What follows belongs to an exercise in optimizing a design on an open flow for small area and a short achievable clock period; a production flow would make more cautious choices. Where RTL was checked, it was by simulation tests only, not by an equivalence proof against the original. Power is estimated from default activity; no workload was simulated.

// MIPS
module MIPS(
	input cclk,
	input reset,
	input [31:0] imem_data,
	output [31:0] imem_addr,
	output [31:0] result
    );
Size: ~6800 cells after synthesis, ~98 I/O pins, roughly 98000 µm² of cells after synthesis.
clock: 12.0 ns
lec_check: 0
cap_margin: 20
cell_pad_in_sites_detail_placement: 1
core_margin: 2
core_utilization: 40
cts_cluster_diameter: 80
cts_cluster_size: 30
place_density: 0.55
slew_margin: 20
standard.sh (not shown) runs the stock make flow with config.mk's settings and CLKGATE_MAP_FILE= SYNTH_SCRIPT=/design/flow/synth_recipe.tcl, a recipe that flattens the netlist after the stock synthesis.
==> flow/flow/run.sh <==
#!/bin/bash
# Own flow: the standard layout (standard.sh, with its unchanged synthesis),
# with two changes to how the layout is made:
#  - the resizer's setup repair aims at a slack margin below the clock period,
#    so that it works on paths well inside the period instead of stopping at it;
#  - the port buffers are plain buffers (buf_4) rather than the delay cell
#    buffer_ports picks by default.
# Each step's full output is in synth.log / layout.log here and in ORFS's own
# per-step logs under orfs/logs.
set -euo pipefail
MARGIN=8
bash standard.sh synth > synth.log 2>&1
bash standard.sh SETUP_SLACK_MARGIN=$MARGIN "BUFFER_PORTS_ARGS=-buffer_cell sky130_fd_sc_hd__buf_4" finish > layout.log 2>&1
Change:
Settings changed: CORE_UTILIZATION 40 to 35, PLACE_DENSITY 0.55 to 0.45.
After rerunning:
- The new run produced a clean layout
- die area climbs by 14%
- non-clock buffer count came out higher by 52
- synthesized area does not change
- setup slack degrades by 0.0057 ns
- global-route usage is lower by 1.5 points
- cell count climbs by 6.0%


== job 101 ==
Another version of the RTL of MIPS (not shown whole).
Size in the first run: about 6900 cells after synthesis, ~2400 flip-flops, roughly 98 I/O pins, ~98000 µm² of cells after synthesis.
==> flow/design.v (excerpt) <==
module MIPS(
	input cclk,
	input reset,
	input [31:0] imem_data,
	output [31:0] imem_addr,
	output [31:0] result
    );
	reg  [31:0] pc;
	reg  [31:0] ifid_pc4;           
	reg  [31:0] ifid_inst;          
	reg  [31:0] preA, preB;         
	reg         a_ex, a_mem, a_rf;
	reg         b_ex, b_mem, b_rf, b_imm;
	reg         s_ex, s_mem, s_rf;
	reg         d_R, d_lw, d_sw, d_beq, d_jal, d_jr;    
	reg         k_add, k_sub, k_slt, k_or, k_and;       
	reg         lu_q;               
	reg  [31:0] res_q;              
	reg  [31:0] ex_sdata;           
	reg  [4:0]  ex_dst;             
	reg  [4:0]  ex_rt;              
	reg         ex_rw, ex_m2r, ex_mr, ex_mw, ex_jal;
	reg  [31:0] mem_wd;             
	reg  [4:0]  mem_dst;            
	reg         mem_rw;             
	reg  [31:0] pre31;              
	wire [1023:0] rf_all;           
	wire [1023:0] dm_all;           
	wire [4:0]  rs  = ifid_inst[25:21];
	wire [4:0]  rt  = ifid_inst[20:16];
	wire [4:0]  rd  = ifid_inst[15:11];
	wire [15:0] imm = ifid_inst[15:0];
	wire [31:0] sext = {{16{imm[15]}}, imm};
	wire if_flush = d_beq | d_jal;
	wire hz       = lu_q | if_flush;
	wire [31:0] opA  = ({32{a_ex}} & res_q) | ({32{a_mem}} & mem_wd) | ({32{a_rf}} & preA);
	wire [31:0] opB  = ({32{b_ex}} & res_q) | ({32{b_mem}} & mem_wd) | ({32{b_rf}} & preB) |
	                   ({32{b_imm}} & sext);
	wire [31:0] opS  = ({32{s_ex}} & res_q) | ({32{s_mem}} & mem_wd) | ({32{s_rf}} & preB);
	wire [31:0] sum  = opA + opB;
	wire [32:0] dif  = {1'b0, opA} - {1'b0, opB};
  ...
Settings: LEC_CHECK=0, CAP_MARGIN=20, CELL_PAD_IN_SITES_DETAIL_PLACEMENT=1, CORE_MARGIN=2, CORE_UTILIZATION=35, CTS_CLUSTER_DIAMETER=85, CTS_CLUSTER_SIZE=30, PLACE_DENSITY=0.45, SLEW_MARGIN=20; clock period 12.0 ns.
Scripts as last shown in full above: flow/flow/run.sh
> inputs changed (job 101 -> job 102)
Settings: CTS_CLUSTER_DIAMETER changed from 85 to 80; CORE_UTILIZATION changed from 35 to 40; PLACE_DENSITY changed from 0.45 to 0.55.
Job 102 reports a lower mean routed wirelength per cell than job 101 does. Job 102 against job 101: achievable frequency -about 1.7%, design area -1.4%. Register fraction of the total cell area was higher in the run labelled job 102. Of job 101 and job 102, job 101 shows the higher depth of the worst register-to-register path, with job 102 below it. Compared with job 101, job 102 shows a lower worst setup slack. On arrival time of data at the critical path endpoint: between job 101 and job 102, it ends up higher for job 102. Global-route track usage on met1 on job 102 is up relative to job 101. For the path length in cells of the critical path, job 102 came in 1 lower than job 101 did. Between job 101 and job 102, vias after detailed routing increased.
Setup changes, job 102 to job 103
Settings: swapping 0.55 for 0.45 in PLACE_DENSITY; swapping 30 for 28 in CTS_CLUSTER_SIZE; swapping 40 for 35 in CORE_UTILIZATION.
### Flow results
The relative area change from synthesis to final layout in job 103 was higher than what job 102 gave.
Going from job 102 to job 103, met2 routing resource usage after global routing shrinks by 1.5 points.
For job 102, the destination of the critical timing path was res_q[30], unlike job 103, where it was res_q[0].
Job 102 → job 103: maximum frequency increased by 0.0017 GHz relative to the old numbers, portion of total power attributed to combinational logic went up, wire length shows an increase of 29 mm, worst hold slack went down by 6.5 ps.


Another version of the RTL of MIPS (not shown whole).
For scale: about 6,900 cells after synthesis, about 98 I/O pins, ~98,000 sq um of cells after synthesis.
## MIPS
module MIPS(
	input cclk,
	input reset,
	input [31:0] imem_data,
	output [31:0] imem_addr,
	output [31:0] result
    );
==> flow/config.mk <==
export PLATFORM = sky130hd
export DESIGN_NAME = MIPS
export DESIGN_NICKNAME = MIPS
export VERILOG_FILES = /design/flow/design.v
export SDC_FILE = /design/flow/constraint.sdc
export NUM_CORES = 8
export LEC_CHECK = 0
export CAP_MARGIN = 20
export CELL_PAD_IN_SITES_DETAIL_PLACEMENT = 1
export CORE_MARGIN = 2
export CORE_UTILIZATION = 45
export CTS_CLUSTER_DIAMETER = 75
export CTS_CLUSTER_SIZE = 28
export PLACE_DENSITY = 0.62
export SLEW_MARGIN = 20
==> flow/constraint.sdc <==
create_clock -name core_clock -period 12.0 [get_ports {cclk}]
set_input_delay 2.4000 -clock core_clock [delete_from_list [all_inputs] [get_ports {cclk}]]
set_output_delay 2.4000 -clock core_clock [all_outputs]
set_load 0.01 [all_outputs]
Scripts as last shown in full above: flow/flow/run.sh
The baseline completed without violations.
Then changed:
--- a/flow/flow/run.sh
+++ b/flow/flow/run.sh
@@ -11 +11 @@
-MARGIN=8
+MARGIN=7.5
CORE_UTILIZATION = 40   (was 45)
CTS_CLUSTER_DIAMETER = 80   (was 75)
CTS_CLUSTER_SIZE = 30   (was 28)
PLACE_DENSITY = 0.55   (was 0.62)
Effect: The new run completed without violations. Clock power went up by 4.5%. Wire length went up by 0.95%. Hold slack loses 0.043 ns. First-iteration DRC count went down by 4.5%. Critical path depth went down by 7. Combinational power went down by about 9%. Clock skew went up by 0.0040 ns. Synthesized cell count stays the same.
Then changed:
--- a/flow/flow/run.sh
+++ b/flow/flow/run.sh
@@ -11 +11 @@
-MARGIN=7.5
+MARGIN=8
CORE_UTILIZATION = 35   (was 40)
CTS_CLUSTER_SIZE = 28   (was 30)
PLACE_DENSITY = 0.45   (was 0.55)
Worst hold slack gains 0.038 ns.
Sequential power hardly moves.
Clock-buffer cell count increases by 29.
Cell area increases by a few percent.
Sequential cell count stays the same.
Die area increases by about a fifth.
Combinational power increases by about a fifth.
Then changed:
CAP_MARGIN = 10   (was 20)
CORE_UTILIZATION = 40   (was 35)
CTS_CLUSTER_SIZE = 30   (was 28)
PLACE_DENSITY = 0.55   (was 0.45)
SLEW_MARGIN = 10   (was 20)
After rerunning: The new run completed with no timing, DRC or antenna violations. Wire length decreases by about 7%. Cell count decreases by about 5%. Non-clock buffer count decreases by 29.


The RTL this note starts from:
==> flow/design.v <==
module MIPS(
	input cclk,
	input reset,
	input [31:0] imem_data,
	output [31:0] imem_addr,
	output [31:0] result
    );
	reg  [31:0] pc;
	reg  [31:0] ifid_pc4;           
	reg  [31:0] ifid_inst;          
	reg  [31:0] preA, preB;         
	reg         fa_ex, fa_mem;      
	reg         fb_ex, fb_mem;      
	reg  [31:0] res_q;              
	reg  [31:0] ex_alu;             
	reg  [31:0] ex_sdata;           
	reg  [4:0]  ex_dst;             
	reg  [4:0]  ex_rt;              
	reg         ex_rw, ex_m2r, ex_mr, ex_mw, ex_jal, ex_bub;
	reg  [31:0] mem_wd;             
	reg  [4:0]  mem_dst;            
	reg         mem_rw;             
	reg         wb_rw;              
	reg  [31:0] rf   [0:31];
	reg  [31:0] rf_v;
	reg  [31:0] dm   [0:31];
	reg  [31:0] dm_v;
	wire [5:0]  op  = ifid_inst[31:26];
	wire [4:0]  rs  = ifid_inst[25:21];
	wire [4:0]  rt  = ifid_inst[20:16];
	wire [4:0]  rd  = ifid_inst[15:11];
	wire [15:0] imm = ifid_inst[15:0];
	wire [31:0] sext = {{16{imm[15]}}, imm};
	wire is_R   = (op == 6'b000000);
	wire is_lw  = (op == 6'b100011);
	wire is_sw  = (op == 6'b101011);
	wire is_beq = (op == 6'b000100);
	wire is_jal = (op == 6'b000011);
	wire is_jr  = (op == 6'b001100);
	wire if_flush = is_beq | is_jal;
	wire loaduse  = ex_mr & ((rs == ex_rt) | (rt == ex_rt));
	wire hz       = loaduse | if_flush;
	wire [31:0] opA  = fa_ex ? ex_alu : fa_mem ? mem_wd : preA;
	wire [31:0] opBt = fb_ex ? ex_alu : fb_mem ? mem_wd : preB;
	wire        alusrc = is_lw | is_sw;
	wire [31:0] opB  = alusrc ? sext : opBt;
	wire [3:0] fn = imm[3:0];
	wire f_add = (fn == 4'b0000);
	wire f_sub = (fn == 4'b0010);
	wire f_or  = (fn == 4'b0101);
	wire f_slt = (fn == 4'b1010);
	wire do_sub   = is_R & (f_sub | f_slt);
	wire sel_sum  = ~is_R | f_add | f_sub;
	wire sel_slt  = is_R & f_slt;
	wire sel_or   = is_R & f_or;
	wire sel_and  = is_R & ~(f_add | f_sub | f_or | f_slt);
	wire [31:0] bx   = opB ^ {32{do_sub}};
	wire [33:0] s2   = {1'b0, opA, 1'b1} + {1'b0, bx, do_sub};
	wire [31:0] sum  = s2[32:1];
	wire        cout = s2[33];
	wire [31:0] alu  = ({32{sel_sum}} & sum) |
	                   ({32{sel_slt}} & {31'd0, ~cout}) |
	                   ({32{sel_or}}  & (opA | opB)) |
	                   ({32{sel_and}} & (opA & opB));
	wire [31:0] r31    = rf_v[31] ? rf[31] : 32'd0;
	wire        same   = (preA == preB);
	wire [31:0] pc4    = pc + 32'd4;
	wire [31:0] beq_pc = ifid_pc4 + {sext[29:0], 2'b00};
	wire [31:0] jal_pc = {2'b00, ifid_pc4[31:28], ifid_inst[23:0], 2'b00};
	wire [31:0] pc_nx  = is_jal ? jal_pc :
	                     is_jr  ? r31 :
	                     (is_beq & same) ? beq_pc : pc4;
	wire        ex_rw_n  = ~hz & (is_R | is_lw | is_jr);
	wire [4:0]  ex_dst_n = (~hz & is_R) ? rd : rt;
	wire [31:0] inst_n = if_flush ? 32'd0 : loaduse ? ifid_inst : imem_data;
	wire [4:0]  rs_n   = inst_n[25:21];
	wire [4:0]  rt_n   = inst_n[20:16];
	function [31:0] rf_init(input [4:0] a);
		case (a)
			5'd2: rf_init = 32'd8;
			5'd4: rf_init = 32'd9;
			5'd5: rf_init = 32'd8;
			5'd6: rf_init = 32'd7;
			5'd7: rf_init = 32'd6;
			default: rf_init = 32'd0;
		endcase
	endfunction
	wire [31:0] rdA = rf_v[rs_n] ? rf[rs_n] : rf_init(rs_n);
	wire [31:0] rdB = rf_v[rt_n] ? rf[rt_n] : rf_init(rt_n);
	wire [31:0] preA_n = (wb_rw & (mem_dst == rs_n)) ? mem_wd : rdA;
	wire [31:0] preB_n = (wb_rw & (mem_dst == rt_n)) ? mem_wd : rdB;
	wire [4:0]  mdst_n   = ex_jal ? 5'd31 : ex_dst;
	wire        fa_ex_n  = ex_rw_n & (ex_dst_n != 5'd0) & (ex_dst_n == rs_n);
	wire        fb_ex_n  = ex_rw_n & (ex_dst_n != 5'd0) & (ex_dst_n == rt_n);
	wire        fa_mem_n = ~fa_ex_n & ex_rw & (mdst_n != 5'd0) & (mdst_n == rs_n);
	wire        fb_mem_n = ~fb_ex_n & ex_rw & (mdst_n != 5'd0) & (mdst_n == rt_n);
	always @(posedge cclk or posedge reset) begin
		if (reset) pc <= 32'd0;
		else pc <= pc_nx;
	end
	always @(posedge cclk or posedge reset) begin
		if (reset) begin
			ifid_inst <= 32'd0;
			preA   <= 32'd0;
			preB   <= 32'd0;
			fa_ex  <= 1'b0;
			fa_mem <= 1'b0;
			fb_ex  <= 1'b0;
			fb_mem <= 1'b0;
		end else begin
			ifid_inst <= inst_n;
			preA   <= preA_n;
			preB   <= preB_n;
			fa_ex  <= fa_ex_n;
			fa_mem <= fa_mem_n;
			fb_ex  <= fb_ex_n;
			fb_mem <= fb_mem_n;
		end
	end
	always @(posedge cclk) begin
		if (!hz) ifid_pc4 <= pc4;
	end
	always @(posedge cclk or posedge reset) begin
		if (reset) begin
			res_q  <= 32'd0;
			ex_rw  <= 1'b0;
			ex_m2r <= 1'b0;
			ex_mr  <= 1'b0;
			ex_mw  <= 1'b0;
			ex_jal <= 1'b0;
		end else begin
			res_q  <= hz ? 32'd0 : alu;
			ex_rw  <= ex_rw_n;
			ex_m2r <= ~hz & (is_lw | is_jr);
			ex_mr  <= ~hz & is_lw;
			ex_mw  <= ~hz & is_sw;
			ex_jal <= is_jal;
		end
	end
	always @(posedge cclk) begin
		ex_alu   <= alu;
		ex_bub   <= hz;
		ex_sdata <= is_jal ? ifid_pc4 : opBt;
		ex_dst   <= ex_dst_n;
		ex_rt    <= rt;
	end
	wire [4:0]  maddr = ex_alu[4:0];
	wire [31:0] mrd   = dm_v[maddr] ? dm[maddr] : ((maddr == 5'd12) ? 32'd30 : 32'd0);
	always @(posedge cclk or posedge reset) begin
		if (reset) dm_v <= 32'd0;
		else if (ex_mw) dm_v[maddr] <= 1'b1;
	end
	always @(posedge cclk) begin
		if (ex_mw) dm[maddr] <= ex_sdata;
	end
	always @(posedge cclk) begin
		mem_wd  <= ex_jal ? ex_sdata : ex_m2r ? mrd : ex_bub ? 32'd0 : ex_alu;
		mem_dst <= mdst_n;
	end
	always @(posedge cclk or posedge reset) begin
		if (reset) begin
			mem_rw <= 1'b0;
			wb_rw  <= 1'b0;
		end else begin
			mem_rw <= ex_rw;
			wb_rw  <= mem_rw;
		end
	end
	always @(posedge cclk or posedge reset) begin
		if (reset) rf_v <= 32'd0;
		else if (wb_rw) rf_v[mem_dst] <= 1'b1;
	end
	always @(posedge cclk) begin
		if (wb_rw) rf[mem_dst] <= mem_wd;
	end
	assign imem_addr = pc;
	assign result    = res_q;
endmodule
Settings: LEC_CHECK=0, CAP_MARGIN=20, CORE_MARGIN=2, CORE_UTILIZATION=40, SETUP_SLACK_MARGIN=5, SLEW_MARGIN=20; clock period 12.0 ns.
run.sh (not shown) runs the stock make flow with config.mk's settings and CLKGATE_MAP_FILE= SYNTH_SCRIPT=/design/flow/synth_recipe.tcl, a recipe that flattens the netlist after the stock synthesis.
Stock flow here: none of the scripts above is used.
Then changed:
SETUP_SLACK_MARGIN = not set   (was 5)
Clock-buffer cell count drops by 6; register-to-register slack improves by 230 ps; cell count is about the same; design area barely changes; worst setup slack is better by 230 ps.
Function was not checked in any run of this note: the RTL went through the layout flow alone.


== v6 ==
MIPS, a different RTL version from the one above (not shown whole).
For scale: ~98 I/O pins.
==> flow/config.mk <==
export PLATFORM = sky130hd
export DESIGN_NAME = MIPS
export DESIGN_NICKNAME = MIPS
export VERILOG_FILES = /design/flow/design.v
export SDC_FILE = /design/flow/constraint.sdc
export NUM_CORES = 8
export LEC_CHECK = 0
export CAP_MARGIN = 20
export CELL_PAD_IN_SITES_DETAIL_PLACEMENT = 1
export CORE_MARGIN = 2
export CORE_UTILIZATION = 35
export CTS_CLUSTER_DIAMETER = 75
export CTS_CLUSTER_SIZE = 28
export PLACE_DENSITY = 0.45
export SLEW_MARGIN = 20
==> flow/constraint.sdc <==
create_clock -name core_clock -period 12.0 [get_ports {cclk}]
set_input_delay 2.4000 -clock core_clock [delete_from_list [all_inputs] [get_ports {cclk}]]
set_output_delay 2.4000 -clock core_clock [all_outputs]
set_load 0.01 [all_outputs]
standard.sh (not shown) runs the stock make flow with config.mk's settings and CLKGATE_MAP_FILE= SYNTH_SCRIPT=/design/flow/synth_recipe.tcl, a recipe that flattens the netlist after the stock synthesis.
==> flow/flow/run.sh <==
#!/bin/bash
# Own flow: the standard layout (standard.sh, with its unchanged synthesis),
# with two changes to how the layout is made:
#  - the resizer's setup repair aims at a slack margin below the clock period,
#    so that it works on paths well inside the period instead of stopping at it;
#  - the port buffers are plain buffers (buf_4) rather than the delay cell
#    buffer_ports picks by default.
# Each step's full output is in synth.log / layout.log here and in ORFS's own
# per-step logs under orfs/logs.
set -euo pipefail
MARGIN=8
bash standard.sh synth > synth.log 2>&1
bash standard.sh SETUP_SLACK_MARGIN=$MARGIN "BUFFER_PORTS_ARGS=-buffer_cell sky130_fd_sc_hd__buf_4" finish > layout.log 2>&1
v6 | status: complete | timing, DRC, antenna: pass
What v7 does differently from v6 at the input level:
--- a/flow/config.mk
+++ b/flow/config.mk
@@ -11 +11 @@
-export CORE_UTILIZATION = 35
+export CORE_UTILIZATION = 40
@@ -14 +14 @@
-export PLACE_DENSITY = 0.45
+export PLACE_DENSITY = 0.55
Findings:
Delta (v7 minus v6): final critical-path share of the clock period has decreased; routed wire length moved down. Summary of v7 over v6: first-iteration DRC count went up by about 14%, power density normalized to cell area went down by 1.8%. Going from v6 to v7, the area growth from synthesis to final layout was found to have gone down by 0.96 points. The count of non-CTS buffers in the layout in v7 sits about 0.7% above the value recorded for v6. Between v6 and v7, final critical delay including setup and external delays is lower for v7, v6 comes in above that. Per the comparison of v7 with v6, final area fell 950 µm²; sequential share of cell area rose 0.51 points. Summed instance area of the synthesized netlist essentially unchanged between v7 and v6.
No functional check of the RTL was part of any run of this note.

==> re-timing with driven ports <==
The results above use ideal ports. As a check the final layouts listed here were re-extracted and re-timed, cells and wires unchanged.
Step 1, drivers: a clkbuf_16 drives cclk and a buf_2 each remaining input, both assumed.
Step 2, shift: input delay + t, output delay - t, t = (earliest + latest rising clock arrival at the registers) / 2. This alone moves slack from input paths to output paths.
Three values: ideal ports, drivers, drivers and shift; two values: the first two.
| run | shift t [ns] | setup slack, ns | worst setup path at the end |
|---|---|---|---|
| the first run of note 1 | 0.941 | 7.908 / 7.875 / 6.934 | input to register |
| the second run of note 1 | 0.973 | 7.902 / 7.796 / 6.823 | input to register |
| job 101 | 0.963 | 7.842 / 7.832 / 7.043 | input to register |
| job 102 | 0.963 | 7.772 / 7.772 / 6.909 | input to register |
| job 103 | 0.974 | 7.801 / 7.801 / 7.037 | input to register |
| the first run of note 3 | 0.948 | 7.696 / 7.696 / 6.964 | input to register |
| the second run of note 3 | 0.939 | 7.332 / 7.352 / 6.414 | input to register |
| the third run of note 3 | 0.963 | 7.840 / 7.840 / 7.023 | input to register |
| the fourth run of note 3 | 0.960 | 7.827 / 7.827 / 6.976 | input to register |
| the first run of note 4 | 1.008 | 5.129 / 5.129 / 4.183 | input to register |
| the second run of note 4 | 0.981 | 5.358 / 5.358 / 4.572 | input to register |
| v6 | 0.968 | 7.440 / 7.339 / 6.978 | input to register |
| v7 | 0.943 | 7.489 / 7.389 / 6.913 | input to register |
After both steps every run listed still meets setup and hold. The setup slack of the second run of note 1, which loses most, moves by -0.106 ns with the drivers and by -1.079 ns with both steps.
